Context: an optimization exercise on an open-source flow, tuned for a short achievable clock period and few clock cycles. The choices shown serve that exercise and are no tape-out recipe. No functional check of the RTL was part of any run shown here. Power figures rest on the tool's default switching activity, not on a simulated workload.

### flow/run.sh
#!/bin/bash
# synth_recipe.tcl (not shown) runs the flow's synth.tcl, then flattens the netlist and writes it again
# the make line also repeats each setting of config.mk as NAME=value (left out here)
make -C /OpenROAD-flow-scripts/flow DESIGN_CONFIG=/design/flow/config.mk WORK_HOME=/design/flow/orfs CLKGATE_MAP_FILE= SYNTH_SCRIPT=/design/flow/synth_recipe.tcl finish
### flow/design.v
module srisc_top(clk, reset, sw, ledr, halt, ram_addr, ram_write, ram_din, ram_dout);
	input clk, reset;
	input [7:0] sw;
	output reg [7:0] ledr;
	output reg halt;
	output [7:0] ram_addr;
	output ram_write;
	output [15:0] ram_din;
	input [15:0] ram_dout;
	function automatic [15:0] add16(input [15:0] a, input [15:0] b, input cin);
		reg [15:0] g, p, G, P, Gn, Pn;
		integer i, d;
		begin
			g = a & b; p = a ^ b;
			G = g; P = p;
			G[0] = g[0] | (p[0] & cin);
			for (d = 1; d < 16; d = d * 2) begin
				Gn = G; Pn = P;
				for (i = d; i < 16; i = i + 1) begin
					Gn[i] = G[i] | (P[i] & G[i-d]);
					Pn[i] = P[i] & P[i-d];
				end
				G = Gn; P = Pn;
			end
			add16 = p ^ {G[14:0], cin};
		end
	endfunction
	function automatic [8:0] add9(input [8:0] a, input [8:0] b);
		reg [8:0] g, p, G, P, Gn, Pn;
		integer i, d;
		begin
			g = a & b; p = a ^ b;
			G = g; P = p;
			for (d = 1; d < 9; d = d * 2) begin
				Gn = G; Pn = P;
				for (i = d; i < 9; i = i + 1) begin
					Gn[i] = G[i] | (P[i] & G[i-d]);
					Pn[i] = P[i] & P[i-d];
				end
				G = Gn; P = Pn;
			end
			add9 = p ^ {G[7:0], 1'b0};
		end
	endfunction
	function automatic [7:0] add8(input [7:0] a, input [7:0] b);
		reg [8:0] r;
		begin
			r = add9({1'b0, a}, {1'b0, b});
			add8 = r[7:0];
		end
	endfunction
	reg [7:0] pa;           
	reg pw;                 
	reg [15:0] pd;          
	reg pf_v;               
	reg pl_v;               
	reg [2:0] pl_rd;
	reg pl_ram, pl_sw;
	reg [7:0] pcf;          
	localparam NBT = 4;
	reg [NBT-1:0] bt_v;
	reg [7:0] bt_tag [0:NBT-1];
	reg [7:0] bt_tgt [0:NBT-1];
	reg [7:0] bt_tgt1 [0:NBT-1];
	reg [1:0] bt_ptr;
	assign ram_addr = pa;
	assign ram_write = pw;
	assign ram_din = pd;
	reg d_v;                
	reg d_btbr;             
	reg d_hold;             
	reg [15:0] hold_ir;
	reg [7:0] d_pcr, d_pc1r, d_pc2r;    
	reg [7:0] h_pc, h_pc1, h_pc2;       
	reg h_btb;
	wire [7:0] d_pc  = d_hold ? h_pc  : d_pcr;
	wire [7:0] d_pc1 = d_hold ? h_pc1 : d_pc1r;
	wire [7:0] d_pc2 = d_hold ? h_pc2 : d_pc2r;
	wire d_btb = d_hold ? h_btb : d_btbr;
	reg lw_v;               
	reg [2:0] lw_rd;
	reg lw_ram, lw_sw;
	reg [15:0] R [0:7];
	reg fN, fV, fZ;
	reg led_w;
	reg [8:0] led_a;
	reg [7:0] led_d;
	reg e_v;
	reg [7:0] e_pc, e_pc1, e_tgt, e_tgt1;
	reg [15:0] e_a, e_b, e_c;
	reg e_ins;                  
	reg e_z8;                   
	reg e_add, e_and, e_mvn;    
	reg e_wr;
	reg [2:0] e_wrd;
	reg e_cmp, e_ld, e_st, e_bcc, e_bx, e_halt, e_pred, e_rd7;
	reg e_bxd;                  
	reg [2:0] e_cond;
	reg [8:0] e_imm5;
	reg w_we;
	reg [2:0] w_rd;
	reg [15:0] w_res;
	wire kill_e = pw & e_v & (pa == e_pc);    
	wire ex = e_v & ~kill_e & ~halt;
	wire [15:0] opA = e_a;
	wire [15:0] shB = e_b;      
	wire [15:0] opC = e_c;
	wire [15:0] stdata = e_c;   
	wire [15:0] sum = add16(opA, shB, 1'b0);
	wire [15:0] ee = e_and ? (opA & shB) : e_mvn ? ~shB : shB;    
	wire [15:0] res = e_add ? sum : ee;
	wire [15:0] diff = add16(opA, ~shB, 1'b1);
	wire [8:0] addr9 = add9(opA[8:0], e_imm5);
	reg taken;
	always_comb begin
		case (e_cond)
			3'b000: taken = 1'b1;
			3'b001: taken = fZ;
			3'b010: taken = ~fZ;
			3'b011: taken = fN ^ fV;
			default: taken = (fN ^ fV) | fZ;
		endcase
	end
	wire e_redir = ex & ((e_bx & ~e_bxd) | (e_bcc & (taken ^ e_pred) & ~e_z8));
	wire [7:0] e_tsel  = e_bx ? (e_rd7 ? e_pc1 : opC[7:0]) : (taken ? e_tgt : e_pc1);
	wire [7:0] e_tsel1 = e_bx ? (e_rd7 ? e_pc1 + 8'd1 : opC[7:0] + 8'd1) : (taken ? e_tgt1 : e_pc1 + 8'd1);
	wire ex_ld = ex & e_ld;
	wire ex_st = ex & e_st;
	wire ex_stram = ex_st & ~addr9[8];
	wire ex_port = ex_ld | ex_st;      
	wire we_e = ex & e_wr;
	wire [15:0] I = d_hold ? hold_ir : ram_dout;
	wire [2:0] op3 = I[15:13];
	wire [1:0] op2 = I[12:11];
	wire [2:0] rn = I[10:8], rd = I[7:5], rm = I[2:0];
	wire is_movi = (op3 == 3'b110) & op2[1];
	wire is_mov  = (op3 == 3'b110) & ~op2[1];
	wire is_alu  = (op3 == 3'b101);
	wire is_add  = is_alu & (op2 == 2'b00);
	wire is_cmp  = is_alu & (op2 == 2'b01);
	wire is_and  = is_alu & (op2 == 2'b10);
	wire is_mvn  = is_alu & (op2 == 2'b11);
	wire is_ldr  = (op3 == 3'b011);
	wire is_str  = (op3 == 3'b100);
	wire is_bcc  = (op3 == 3'b001);
	wire is_br   = (op3 == 3'b010);
	wire is_bl   = is_br & (op2 == 2'b11);
	wire is_blx  = is_br & (op2 == 2'b10);
	wire is_bx   = is_br & ~op2[0];           
	wire is_halt = (op3 == 3'b111);
	wire use_rn = (is_alu & ~is_mvn) | is_ldr | is_str;
	wire use_rm = is_alu | is_mov;
	wire use_rd = is_str | is_bx;
	wire [15:0] lw_data = lw_ram ? ram_dout : lw_sw ? {8'b0, sw} : 16'b0;
	reg [15:0] Rb [0:7];
	reg [7:0] blk;
	integer ri;
	always_comb begin
		for (ri = 0; ri < 8; ri = ri + 1) begin
			if (e_early & (e_wrd == ri)) Rb[ri] = ee;
			else if (w_we & (w_rd == ri)) Rb[ri] = w_res;
			else if (lw_v & (lw_rd == ri)) Rb[ri] = lw_data;
			else Rb[ri] = R[ri];
			blk[ri] = (e_v & (e_add | e_ld) & (e_wrd == ri)) | (pl_v & (pl_rd == ri));
		end
	end
	function automatic [15:0] rsel(input [2:0] idx);
		integer k;
		begin
			rsel = 16'd0;
			for (k = 0; k < 8; k = k + 1)
				rsel = rsel | ({16{idx == k}} & Rb[k]);
		end
	endfunction
	wire skill_d = pw & d_v & (pa == d_pc);   
	wire d_bx7 = is_bx & (rd == 3'd7) & ~(lw_v & (lw_rd == 3'd7));
	wire [15:0] R7b = (e_early & (e_wrd == 3'd7)) ? ee : (w_we & (w_rd == 3'd7)) ? w_res : R[7];
	wire e_cmpv = e_v & e_cmp;
	wire z_now = e_cmpv ? (e_a == e_b) : fZ;
	wire lt_now = e_cmpv ? ($signed(e_a) < $signed(e_b)) : (fN ^ fV);
	wire [15:0] Ir = ram_dout;
	wire r_bcc = (Ir[15:13] == 3'b001);
	wire r_bl  = (Ir[15:11] == 5'b01011);
	reg d_bt;
	always_comb begin
		case (Ir[10:8])
			3'b000: d_bt = 1'b1;
			3'b001: d_bt = z_now;
			3'b010: d_bt = ~z_now;
			3'b011: d_bt = lt_now;
			3'b100: d_bt = lt_now | z_now;
			default: d_bt = Ir[7];
		endcase
	end
	wire d_z8 = (Ir[7:0] == 8'd0);
	wire d_pt = ~d_hold & ~d_z8 & ((r_bcc & d_bt) | r_bl);
	wire d_redir7 = d_v & ~d_btb & d_bx7;
	wire [7:0] d_tgt  = add8(d_pc1r, Ir[7:0]);
	wire [7:0] d_tgt1 = add8(d_pc2r, Ir[7:0]);
	wire [7:0] d_tgt7  = op2[1] ? d_pc1 : R7b[7:0];
	wire [7:0] d_tgt71 = op2[1] ? d_pc2 : R7b[7:0] + 8'd1;
	wire e_early = e_v & e_wr & ~e_add;
	wire [15:0] rA = rsel(rn);
	wire [15:0] rB = rsel(rm);
	wire [15:0] rC = rsel(rd);
	wire [1:0] d_sh = (is_movi | is_br) ? 2'b00 : I[4:3];
	wire [1:0] d_shc = is_str ? I[4:3] : 2'b00;
	function automatic [15:0] shf(input [15:0] x, input [1:0] sh);
		case (sh)
			2'b00: shf = x;
			2'b01: shf = {x[14:0], 1'b0};
			2'b10: shf = {1'b0, x[15:1]};
			default: shf = {x[15], x[15:1]};
		endcase
	endfunction
	wire dstall = d_v & ((use_rn & blk[rn]) | (use_rm & blk[rm]) | (use_rd & blk[rd]));
	wire d_ok = d_v & ~kill_e & ~e_redir & ~skill_d & ~halt;
	wire d_go = d_ok & ~dstall;
	wire d_wait = d_ok & dstall;
	reg [NBT-1:0] bt_hv;
	reg [7:0] bt_t, bt_t1;
	integer bi;
	always_comb begin
		bt_t = 8'd0; bt_t1 = 8'd0;
		for (bi = 0; bi < NBT; bi = bi + 1) begin
			bt_hv[bi] = bt_v[bi] & (bt_tag[bi] == pa);
			bt_t = bt_t | ({8{bt_hv[bi]}} & bt_tgt[bi]);
			bt_t1 = bt_t1 | ({8{bt_hv[bi]}} & bt_tgt1[bi]);
		end
	end
	wire bt_hit = pf_v & (|bt_hv);
	wire sel_e = kill_e | e_redir | skill_d;
	wire [7:0] nfa  = kill_e ? e_pc  : e_redir ? e_tsel  : d_pc;
	wire [7:0] nfa1 = kill_e ? e_pc1 : e_redir ? e_tsel1 : d_pc1;
	wire pri = sel_e | dstall;
	reg [7:0] nfb, nfb1;
	reg sqb;
	always_comb begin
		sqb = 1'b1;
		if (sel_e) begin
			nfb = nfa; nfb1 = nfa1;
		end else if (dstall) begin
			if (pf_v) begin
				nfb = pa; nfb1 = pcf;
			end else begin
				nfb = pcf; nfb1 = pcf + 8'd1; sqb = 1'b0;
			end
		end else if (d_redir7) begin
			nfb = d_tgt7; nfb1 = d_tgt71;
		end else if (bt_hit) begin
			nfb = bt_t; nfb1 = bt_t1; sqb = 1'b0;
		end else begin
			nfb = pcf; nfb1 = pcf + 8'd1; sqb = 1'b0;
		end
	end
	wire gate = ~pri & d_v;
	wire use_tgt = gate & ~d_btb;     
	wire use_undo = gate & d_btb;     
	wire [7:0] nfT  = use_tgt ? d_tgt : nfb;
	wire [7:0] nfT1 = use_tgt ? d_tgt1 : nfb1;
	wire [7:0] nfN  = use_undo ? d_pc1 : nfb;
	wire [7:0] nfN1 = use_undo ? d_pc2 : nfb1;
	wire [7:0] nf  = d_pt ? nfT : nfN;
	wire [7:0] nf1 = d_pt ? nfT1 : nfN1;
	wire squash = sqb | (d_pt ? use_tgt : use_undo);
	wire lw_we = lw_v & ~(w_we & (w_rd == lw_rd));
	always_ff @(posedge clk) begin
		if (w_we) R[w_rd] <= w_res;
		if (lw_we) R[lw_rd] <= lw_data;
		w_res <= res;
		w_rd <= e_wrd;
		if (ex & e_cmp) begin
			fN <= diff[15];
			fV <= (opA[15] & ~shB[15] & ~diff[15]) | (~opA[15] & shB[15] & diff[15]);
			fZ <= (opA == shB);
		end
		led_a <= addr9;
		led_d <= stdata[7:0];
		if (led_w & (led_a == 9'h100)) ledr <= led_d;
		pd <= stdata;
		pl_rd <= e_wrd;
		pl_ram <= ~addr9[8];
		pl_sw <= (addr9 == 9'h140);
		if (ex_port) begin
			pa <= addr9[7:0];
			pcf <= nf;
		end else begin
			pa <= nf;
			pcf <= nf1;
		end
		for (bi = 0; bi < NBT; bi = bi + 1)
			if (pw & (bt_tag[bi] == pa)) bt_v[bi] <= 1'b0;
		if (ex & e_ins) begin
			bt_v[bt_ptr] <= 1'b1;
			bt_tag[bt_ptr] <= e_pc;
			bt_tgt[bt_ptr] <= e_tgt;
			bt_tgt1[bt_ptr] <= e_tgt1;
			bt_ptr <= bt_ptr + 2'd1;
		end
		hold_ir <= I;
		d_btbr <= bt_hit & ~squash;
		d_pcr <= pa;
		d_pc1r <= pa + 8'd1;
		d_pc2r <= pa + 8'd2;
		h_btb <= d_btb;
		h_pc <= d_pc;
		h_pc1 <= d_pc1;
		h_pc2 <= d_pc2;
		lw_rd <= pl_rd;
		lw_ram <= pl_ram;
		lw_sw <= pl_sw;
		e_pc <= d_pc;
		e_pc1 <= d_pc1;
		e_tgt <= d_tgt;
		e_tgt1 <= d_tgt1;
		e_a <= rA;
		e_b <= is_movi ? {{8{I[7]}}, I[7:0]} : is_br ? {8'b0, d_pc1} : shf(rB, d_sh);
		e_c <= shf(rC, d_shc);
		e_ins <= d_pt & ~d_btb;
		e_add <= is_add;
		e_and <= is_and;
		e_mvn <= is_mvn;
		e_wr <= is_movi | is_mov | is_add | is_and | is_mvn | is_bl | is_blx;
		e_wrd <= is_movi ? rn : (is_bl | is_blx) ? 3'd7 : rd;
		e_cmp <= is_cmp;
		e_ld <= is_ldr;
		e_st <= is_str;
		e_bcc <= is_bcc;
		e_bx <= is_bx;
		e_halt <= is_halt;
		e_pred <= d_bt;
		e_z8 <= d_z8;
		e_rd7 <= is_blx & (rd == 3'd7);
		e_bxd <= d_bx7 & ~d_btb;
		e_cond <= rn;
		e_imm5 <= {{4{I[4]}}, I[4:0]};
		if (reset) begin
			pa <= 8'd0;
			pcf <= 8'd1;
			bt_v <= {NBT{1'b0}};
			bt_ptr <= 2'd0;
			pw <= 1'b0;
			pf_v <= 1'b1;
			pl_v <= 1'b0;
			d_v <= 1'b0;
			d_hold <= 1'b0;
			lw_v <= 1'b0;
			e_v <= 1'b0;
			w_we <= 1'b0;
			halt <= 1'b0;
			led_w <= 1'b0;
		end else begin
			led_w <= ex_st;
			pw <= ex_stram;
			pf_v <= ~ex_port;
			pl_v <= ex_ld;
			d_v <= d_wait | (pf_v & ~squash);
			d_hold <= d_wait;
			lw_v <= pl_v & ~(we_e & (e_wrd == pl_rd));
			e_v <= d_go;
			w_we <= we_e;
			if ((ex & e_halt) | (d_go & is_halt & ~ex_st)) halt <= 1'b1;
		end
	end
endmodule
### flow/constraint.sdc
create_clock -name core_clock -period 5.0 [get_ports {clk}]
set_input_delay 1.0000 -clock core_clock [delete_from_list [all_inputs] [get_ports {clk}]]
set_output_delay 1.0000 -clock core_clock [all_outputs]
set_load 0.01 [all_outputs]
### flow/config.mk
export PLATFORM = sky130hd
export DESIGN_NAME = srisc_top
export DESIGN_NICKNAME = srisc_top
export VERILOG_FILES = /design/flow/design.v
export SDC_FILE = /design/flow/constraint.sdc
export NUM_CORES = 4
export LEC_CHECK = 0
export ABC_CLOCK_PERIOD_IN_PS = 1500
export CAP_MARGIN = 20
export CORE_MARGIN = 2
export CORE_UTILIZATION = 40
export SETUP_SLACK_MARGIN = 3
export SLEW_MARGIN = 20
==> results of run 1 <==
Yosys cell counts, drive strengths merged, types with 34 or more instances:
library cell  count  area share
nor4             34      0.0075
ha               69       0.030
xor2             69       0.021
nor3            104       0.018
nand3            58       0.010
o21ai           260       0.045
inv              92       0.012
a22oi            61       0.016
nand2           379       0.049
a211oi          142       0.037
a211o            40       0.012
a21oi           154       0.027
dfxtp           230        0.16
edfxtp          235        0.24
buf             102       0.018
clkbuf          185       0.024
o22ai           163       0.035
xnor2            77       0.023
and2             40      0.0086
mux2i            89       0.032
nor2            322       0.042
where the power goes:
part           switching [mW]  internal (mW)  leakage (nW)
logic                    3.65           2.49          12.1
registers               0.616           4.60          4.07
clock network            1.83           2.33         0.880
total                    6.09           9.41          17.0
area by class of cell:
type	count	area share
multi-input cells	2547	0.484
flip-flops and latches	465	0.265
repair buffers	783	0.175
clock buffers	64	0.0320
well taps	950	0.0266
clock inverters	37	0.00887
inverters	96	0.00879
diodes	3	0.000168
per-layer routing:
layer / up-vias / global-route usage / routed length (µm)
met3: 1001 / 0.122 / 20100
li1: 13800 / - / -
met1: 15800 / 0.483 / 56400
met5: - / 0.00385 / 148
met2: 2750 / 0.629 / 70200
met4: 6 / 0.343 / 18400
final timing paths:
path                            depth (start not counted)    start     end  slack [ns]
worst min register to register                          0  e_c[13]  pd[13]        0.32
worst min-delay path                                    0  e_c[13]  pd[13]        0.32
worst max-delay path                                   16   d_hold   pa[2]        1.69
worst max register to register                         16   d_hold   pa[2]        1.69
critical path: cells and delay by family (launching register included):
kind / cells / cell delay (ns)
flops: 1 / 0.44
mux: 1 / 0.28
compound gates: 6 / 0.93
simple gates: 3 / 0.75
buf+inv: 6 / 0.82
registers in the layout (all words and copies together), names as in the netlist, 9 cells and up:
name and cells:
hold_ir 10, w_res 16, bt_tgt1 32, e_c 16, bt_tgt 32, led_a 9, R 128, pd 9
bt_tag 32, e_b 16, e_a 16
cells in the final DEF (no fill, tap or decap), types with 51 or more instances in the layout:
cell,n
clkbuf_16,63
buf_12,69
edfxtp_1,235
a21oi_1,69
dfxtp_1,157
o21ai_2,52
a211oi_2,63
nand3_1,52
o22ai_1,113
xnor2_1,65
buf_6,167
o21ai_0,148
xor2_1,60
nand2_1,309
a21oi_2,74
nor3_1,60
mux2i_1,51
inv_1,65
buf_4,473
nor2_1,283
a211oi_1,58
cell families (layout without fill, tap and decap cells):
family / count (synthesis) / after routing
other: 0 / 3
muxes: 118 / 118
AOI/OAI and AO/OA: 1085 / 1085
and+or+nand+nor: 1101 / 1125
adders and majority gates: 73 / 73
xor gates and xnor gates: 146 / 146
buffers and inverters: 383 / 980
DFF: 465 / 465
through the flow:
stage          area (µm²)  power [mW]  setup WS (ns)
6_report            44700        15.5           1.69
5_1_grt             44700        15.8           1.65
4_1_cts             41300        14.7           1.85
3_5_place_dp        32300        9.35          0.431
3_3_place_gp        32300        9.34          0.447
2_1_floorplan       30700        7.63           1.60
timing repair:
| action | 4_1_cts | 5_1_grt |
|---|---|---|
| hold endpoints to repair | 0 | 0 |
| gates cloned | 25 | 19 |
| endpoints found under the setup margin | 518 | 459 |
| setup buffers | 387 | 135 |
| gates resized for setup | 1092 | 430 |
| pin swaps | 246 | 262 |
==> summary.txt, run 1 <==
outcome -> finished clean
vias -> 33400
Skew-Pair Late Insertion Delay -> 0.68 ns
Worst EP required -> 5.57 ns
Seq/Total Area, Yosys -> 0.401
post-DR vias/cell -> 6.75
CP Cell Sequence -> buf_6 -> buf_12 -> mux2i_4 -> buf_6 -> nand3_1 -> a21oi_1 -> nand3_1 -> or3_4 -> a21boi_4 -> buf_12 -> buf_8 -> buf_6 -> a22oi_2 -> o21ai_2 -> a21oi_1 -> o221ai_1
Avg Inst Size Synth -> 8.63 µm²
gp weighted congestion -> 1.07
port bufs -> 59
Arr. time, crit path -> 3.88 ns
clk root buf -> clkbuf_16
Slew Limit Fails -> 0
total core area -> 71700 µm²
total global routing track utilization -> 0.414
antenna-violating nets left -> 0
Rel. slew slack -> 0.349
DRT iter0 DRCs -> 4946
Max stage delay on crit path -> 0.50 ns
DRT Wirelength -> 165000 µm
Synth Warn # -> 2
Pwr per Cell Area -> 347 nW/µm²
H-tree depth -> 2
Worst-path clk slew -> 0.06 ns
wire per inst -> 33.4 µm
storage element area -> 11800 µm²
max-cap violations -> 0
total CTS buffers -> 54
Netlist Area Pre-Place -> 29100 µm²
utilization after layout -> 0.623
Post-Synth Adder-Cell Area -> 0.0324
multi-input logic area -> 21600 µm²
CP most frequent cell -> buf_6
Pleak -> 17.0 nW
compound-gate portion of the synthesized area -> 0.248
Synth Register Bits -> 465
Final period util -> 0.662
main combinational cell family by area after synthesis -> compound AO/OA/AOI/OAI gates
first-pass GRT wire length -> 223000 µm
clock sink total -> 465
initial core utilization -> 0.405
peak supply drop -> 0.259 mV
final worst path period need -> 3.31 ns
area grow syn2layout -> 53.7%
Synth Area in XOR/XNOR -> 0.0440
Post-route DRC -> 0
unrepaired setup endpoints after global routing -> yes
Final Net Count -> 4046
DP Cell Count -> 4275
Crit Path Class -> flip-flop to flip-flop
cell at the slowest stage of the critical path -> or3_4
Top FF cell, synth -> edfxtp_1
TritonRoute pass-1 iters -> 9
Clock Skew -> 0.0276 ns
post-synthesis simple-gate area fraction -> 0.177
Min Hold Slack -> 0.320 ns
height of the die -> 274 µm
row cnt -> 98
top achievable clock speed -> 302 MHz
Yosys cell types -> 103
EDFF count, synth -> 235
final hold violation count -> 0
Post-synth ARST share -> 0
post-DP HPWL -> 104000 µm
total of fill cells in the finished design -> 5795
IO Pins -> 60
mux cell area share after synthesis -> 0.0431
deepest clock path buffer count -> 3
final setup violation count -> 0
crit end category -> flip-flop
number of global-route vias before repair -> 30800
hold bufs inserted after CTS -> 0
share of layout cells above drive strength 1 -> 0.447
Crit Path Max Fanout -> 8
Worst Tran Pin Value -> 0.975 ns
die area -> 74900 µm²
post-route setup TNS -> 0 ns
syn_nets -> 3470
total grt overflow -> 0
Die Width -> 274 µm
worst hold-check path type -> flip-flop to flip-flop
Worst Setup Start Kind -> flip-flop
fin cells -> 4945
CTS tree -> done
largest net degree at the start of global routing -> 47
antenna violations before repair -> 3
Gate Count Post-Synth -> 3371
==> run 2, diff against run 1 <==
--- a/flow/design.v
+++ b/flow/design.v
@@ -51,6 +51,10 @@
 	endfunction
 	reg [7:0] pa;           
 	reg pw;                 
+	reg [7:0] pa_n;
+	reg pw_n;
+	wire [7:0] pai = ~pa_n;
+	wire pwi = ~pw_n;
 	reg [15:0] pd;          
 	reg pf_v;               
 	reg pl_v;               
@@ -100,7 +104,7 @@
 	reg w_we;
 	reg [2:0] w_rd;
 	reg [15:0] w_res;
-	wire kill_e = pw & e_v & (pa == e_pc);    
+	wire kill_e = pwi & e_v & (pai == e_pc);    
 	wire ex = e_v & ~kill_e & ~halt;
 	wire [15:0] opA = e_a;
 	wire [15:0] shB = e_b;      
@@ -172,7 +176,7 @@
 				rsel = rsel | ({16{idx == k}} & Rb[k]);
 		end
 	endfunction
-	wire skill_d = pw & d_v & (pa == d_pc);   
+	wire skill_d = pwi & d_v & (pai == d_pc);   
 	wire d_bx7 = is_bx & (rd == 3'd7) & ~(lw_v & (lw_rd == 3'd7));
 	wire [15:0] R7b = (e_early & (e_wrd == 3'd7)) ? ee : (w_we & (w_rd == 3'd7)) ? w_res : R[7];
 	wire e_cmpv = e_v & e_cmp;
@@ -223,7 +227,7 @@
 	always_comb begin
 		bt_t = 8'd0; bt_t1 = 8'd0;
 		for (bi = 0; bi < NBT; bi = bi + 1) begin
-			bt_hv[bi] = bt_v[bi] & (bt_tag[bi] == pa);
+			bt_hv[bi] = bt_v[bi] & (bt_tag[bi] == pai);
 			bt_t = bt_t | ({8{bt_hv[bi]}} & bt_tgt[bi]);
 			bt_t1 = bt_t1 | ({8{bt_hv[bi]}} & bt_tgt1[bi]);
 		end
@@ -241,7 +245,7 @@
 			nfb = nfa; nfb1 = nfa1;
 		end else if (dstall) begin
 			if (pf_v) begin
-				nfb = pa; nfb1 = pcf;
+				nfb = pai; nfb1 = pcf;
 			end else begin
 				nfb = pcf; nfb1 = pcf + 8'd1; sqb = 1'b0;
 			end
@@ -283,13 +287,15 @@
 		pl_sw <= (addr9 == 9'h140);
 		if (ex_port) begin
 			pa <= addr9[7:0];
+			pa_n <= ~addr9[7:0];
 			pcf <= nf;
 		end else begin
 			pa <= nf;
+			pa_n <= ~nf;
 			pcf <= nf1;
 		end
 		for (bi = 0; bi < NBT; bi = bi + 1)
-			if (pw & (bt_tag[bi] == pa)) bt_v[bi] <= 1'b0;
+			if (pwi & (bt_tag[bi] == pai)) bt_v[bi] <= 1'b0;
 		if (ex & e_ins) begin
 			bt_v[bt_ptr] <= 1'b1;
 			bt_tag[bt_ptr] <= e_pc;
@@ -299,9 +305,9 @@
 		end
 		hold_ir <= I;
 		d_btbr <= bt_hit & ~squash;
-		d_pcr <= pa;
-		d_pc1r <= pa + 8'd1;
-		d_pc2r <= pa + 8'd2;
+		d_pcr <= pai;
+		d_pc1r <= pai + 8'd1;
+		d_pc2r <= pai + 8'd2;
 		h_btb <= d_btb;
 		h_pc <= d_pc;
 		h_pc1 <= d_pc1;
@@ -336,10 +342,12 @@
 		e_imm5 <= {{4{I[4]}}, I[4:0]};
 		if (reset) begin
 			pa <= 8'd0;
+			pa_n <= 8'hff;
 			pcf <= 8'd1;
 			bt_v <= {NBT{1'b0}};
 			bt_ptr <= 2'd0;
 			pw <= 1'b0;
+			pw_n <= 1'b1;
 			pf_v <= 1'b1;
 			pl_v <= 1'b0;
 			d_v <= 1'b0;
@@ -352,6 +360,7 @@
 		end else begin
 			led_w <= ex_st;
 			pw <= ex_stram;
+			pw_n <= ~ex_stram;
 			pf_v <= ~ex_port;
 			pl_v <= ex_ld;
 			d_v <= d_wait | (pf_v & ~squash);
==> summary.txt, run 2 <==
antenna-violating nets left -> 0 (unchanged)
Reg2Reg Setup Slack -> 1.49 ns (-0.20 ns)
Synth Area in XOR/XNOR -> 0.0436 (-0.000383)
Pwr per Cell Area -> 344 nW/µm² (-0.76%)
mux cell area share after synthesis -> 0.0457 (+0.00264)
Synth Register Bits -> 474 (+1.9%)
Post-Synth Adder-Cell Area -> 0.0319 (-0.000502)
max-cap violations -> 0 (unchanged)
row cnt -> 99 (+1.0%)
Final Net Count -> 4051 (+0.12%)
post-synthesis simple-gate area fraction -> 0.177 (-0.000583)
largest reg by FF count -> R
main combinational cell family by area after synthesis -> compound AO/OA/AOI/OAI gates
peak supply drop -> 0.298 mV (+15%)
EDFF count, synth -> 235 (unchanged)
post-route setup TNS -> 0 ns (unchanged)
port bufs -> 59 (unchanged)
final worst path period need -> 3.51 ns (+0.203 ns)
Crit Path Max Fanout -> 20 (+12)
Arr. time, crit path -> 4.09 ns (+0.21 ns)
first-pass GRT wire length -> 220000 µm (-1.5%)
Die Width -> 276 µm (+0.77%)
top achievable clock speed -> 285 MHz (-5.8%)
most common cell in the netlist -> nand2_1
Min Hold Slack -> 0.318 ns (-0.00226 ns)
number of global-route vias before repair -> 30600 (-0.41%)
Seq/Total Area, Yosys -> 0.401 (about the same)
share of layout cells above drive strength 1 -> 0.427 (-0.0197)
Worst Tran Pin Value -> 1.04 ns (+0.0682 ns)
utilization after layout -> 0.611 (-0.0117)
top-area cell type share of the netlist area -> 0.239 (-0.00375)
Post-synth top cells -> nand2_1 (392), nor2_1 (344), o21ai_0 (257)
total core area -> 73100 µm² (+1.9%)
final setup violation count -> 0 (unchanged)
worst hold-check path type -> flip-flop to flip-flop
wire per inst -> 33.2 µm (-0.62%)
Clock Skew -> 0.0560 ns (+0.0283 ns)
Synth area leaders -> edfxtp_1 (24%), dfxtp_1 (16%), nand2_1 (5.0%)
unrepaired setup endpoints after global routing -> yes
max reg flops -> 128 (unchanged)
Synth Warn # -> 2 (unchanged)
Post-synth ARST share -> 0 (unchanged)
dpl cell area -> 32500 µm² (+0.65%)
area grow syn2layout -> 51.3%
Worst EP required -> 5.58 ns (about the same)
Slew Limit Fails -> 0 (unchanged)
Gate Count Post-Synth -> 3430 (+1.8%)
Worst Setup Start Kind -> flip-flop
TritonRoute pass-1 iters -> 19 (+10)
syn_nets -> 3529 (+1.7%)
Crit Path Class -> flip-flop to flip-flop
Rel. slew slack -> 0.300 (-0.0492)
crit end category -> flip-flop
deepest clock path buffer count -> 3 (unchanged)
compound-gate portion of the synthesized area -> 0.249 (+0.000739)
Netlist Area Pre-Place -> 29500 µm² (+1.6%)
DRT iter0 DRCs -> 5044 (+2.0%)
total grt overflow -> 0 (unchanged)
Worst-path clk slew -> 0.07 ns (about the same)
Top FF cell, synth -> dfxtp_1
H-tree depth -> 2 (unchanged)
largest net degree at the start of global routing -> 48 (+2.1%)
clock sink total -> 474 (+1.9%)
Post-route DRC -> 0 (unchanged)
gp weighted congestion -> 1.04 (-3.0%)
antenna violations before repair -> 3 (unchanged)
final hold violation count -> 0 (unchanged)
total CTS buffers -> 54 (unchanged)
most frequent cells in the layout -> buf_4 (420), nand2_1 (321), nor2_1 (309)
Skew-Pair Late Insertion Delay -> 0.66 ns (-0.02 ns)
DRT Wirelength -> 165000 µm (-0.33%)
CTS tree -> done
Avg Inst Size Synth -> 8.61 µm² (-0.18%)
Finished Cell Area -> 44700 µm² (about the same)
initial core utilization -> 0.404 (-0.00125)
Final period util -> 0.703 (+0.0406)
post-DP HPWL -> 103000 µm (-1.2%)
Yosys cell types -> 100 (-2.9%)
outcome -> finished clean
height of the die -> 276 µm (+0.77%)
leading cell type in the layout, fill and taps excluded -> buf_4
vias -> 33600 (+0.66%)
post-DR vias/cell -> 6.78 (+0.38%)
IO Pins -> 60 (unchanged)
total global routing track utilization -> 0.403 (-0.0117)
largest area contributor in the netlist -> edfxtp_1
clk root buf -> clkbuf_16
die area -> 76000 µm² (+1.5%)
Pleak -> 17.0 nW (-0.18%)
[run 2: cell types whose count changed after synthesis, sizes merged, moves of 14 or more]
| cell | before | now |
|---|---|---|
| xnor2 | 77 | 127 |
| nand2 | 379 | 393 |
| o311ai | 31 | 14 |
| a22oi | 61 | 47 |
| o211ai | 26 | 44 |
| o22ai | 163 | 149 |
| xor2 | 69 | 20 |
| nor2 | 322 | 344 |
| o21ai | 260 | 280 |
| clkbuf | 185 | 201 |
| a211o | 40 | 55 |
[run 2: cell type report]
class,count,area (µm²)
fill,5897,28400
multi-input combinational,2603,21600
sequential,474,12000
timing repair buffer,728,7530
clock buffer,68,1550
tap,959,1200
clock inverter,32,385
inverter,91,349
antenna,4,10.0
[run 2: cells by family after synthesis]
| logic type | Yosys count |
|---|---|
| AO/OA/AOI/OAI | 1103 |
| multiplexers | 129 |
| buffers and inverters | 384 |
| flip-flops | 474 |
| AND/OR/NAND/NOR | 1120 |
| XOR/XNOR | 147 |
| adder cells (fa/ha/maj) | 73 |
[run 2: per-layer routing]
| layer | wire [µm] | GRT usage | vias up |
|---|---|---|---|
| met1 | 55900 | 0.474 | 16000 |
| met2 | 70400 | 0.627 | 2743 |
| met4 | 19300 | 0.345 | 4 |
| met5 | 23 | 0 | - |
| met3 | 18900 | 0.0856 | 984 |
| li1 | - | - | 13900 |
[run 2: metrics by stage]
step                cells  total power [mW]  setup WS (ns)
global route         4955              15.7           1.48
floorplan            3430              7.71           1.51
global placement     4332              9.31          0.281
CTS                  4791              14.6           1.59
detailed placement   4332              9.32          0.276
finish               4959              15.4           1.49
[run 2: path summary, 6_finish.rpt]
path,from,cells after the start,end
worst max register to register,pl_rd[0],12,pcf[7]
worst max-delay path,pl_rd[0],12,pcf[7]
worst min register to register,e_c[13],0,pd[13]
worst min-delay path,e_c[13],0,pd[13]
[run 2: repair_timing]
action	CTS	global route
resized for setup	1139	412
setup buffers	313	147
endpoints found under the setup margin	532	516
gates cloned	46	17
pin swaps	252	200
hold buffers	0	0
[run 2: power breakdown]
group,total (mW),switching [mW],internal (mW)
Clock,4.38,1.85,2.53
Sequential,5.43,0.747,4.68
Combinational,5.57,3.28,2.29
Total,15.4,5.87,9.50
[run 2: critical path: stages (launching register included)]
cell,delay (ns)
dfxtp_4,0.39
buf_12,0.18
nand4_1,0.16
buf_6,0.24
nand2_1,0.07
a22o_2,0.32
or3_1,0.46
nor4_2,0.38
mux2i_2,0.44
a22oi_2,0.13
a311oi_1,0.32
o221a_2,0.23
a211o_1,0.09

[port drivers added, routing unchanged]
The results above use ideal ports. As a check the final layouts listed here were re-extracted and re-timed, cells and wires unchanged. Step 1 assumes that a clkbuf_16 drives the clock port and a buf_2 every other input. Step 2 adds t to the input delays and takes it off the output delays; t is the mean of the earliest and latest rising clock arrival at the registers after step 1. Input paths then give back, and output paths get back, about the clock's delay inside the block. a / b / c = no drivers / after step 1 / after step 2; a / b = the first two.
run | t (ns) | setup slack, ns | slew at the worst register clock pin (ns) | worst data-port slew with drivers (ns) | cell pins on the clock port's net
run 1 | 0.733 | 1.690 / 1.690 / 1.036 | 0.07 / 0.07 | 0.11 | 1
run 2 | 0.691 | 1.487 / 1.487 / 0.857 | 0.07 / 0.07 | 0.17 | 1
After both steps setup and hold are still met in every run listed. The setup slack of run 1, which loses most, moves by 0.000 ns with the drivers and by -0.654 ns with both steps.
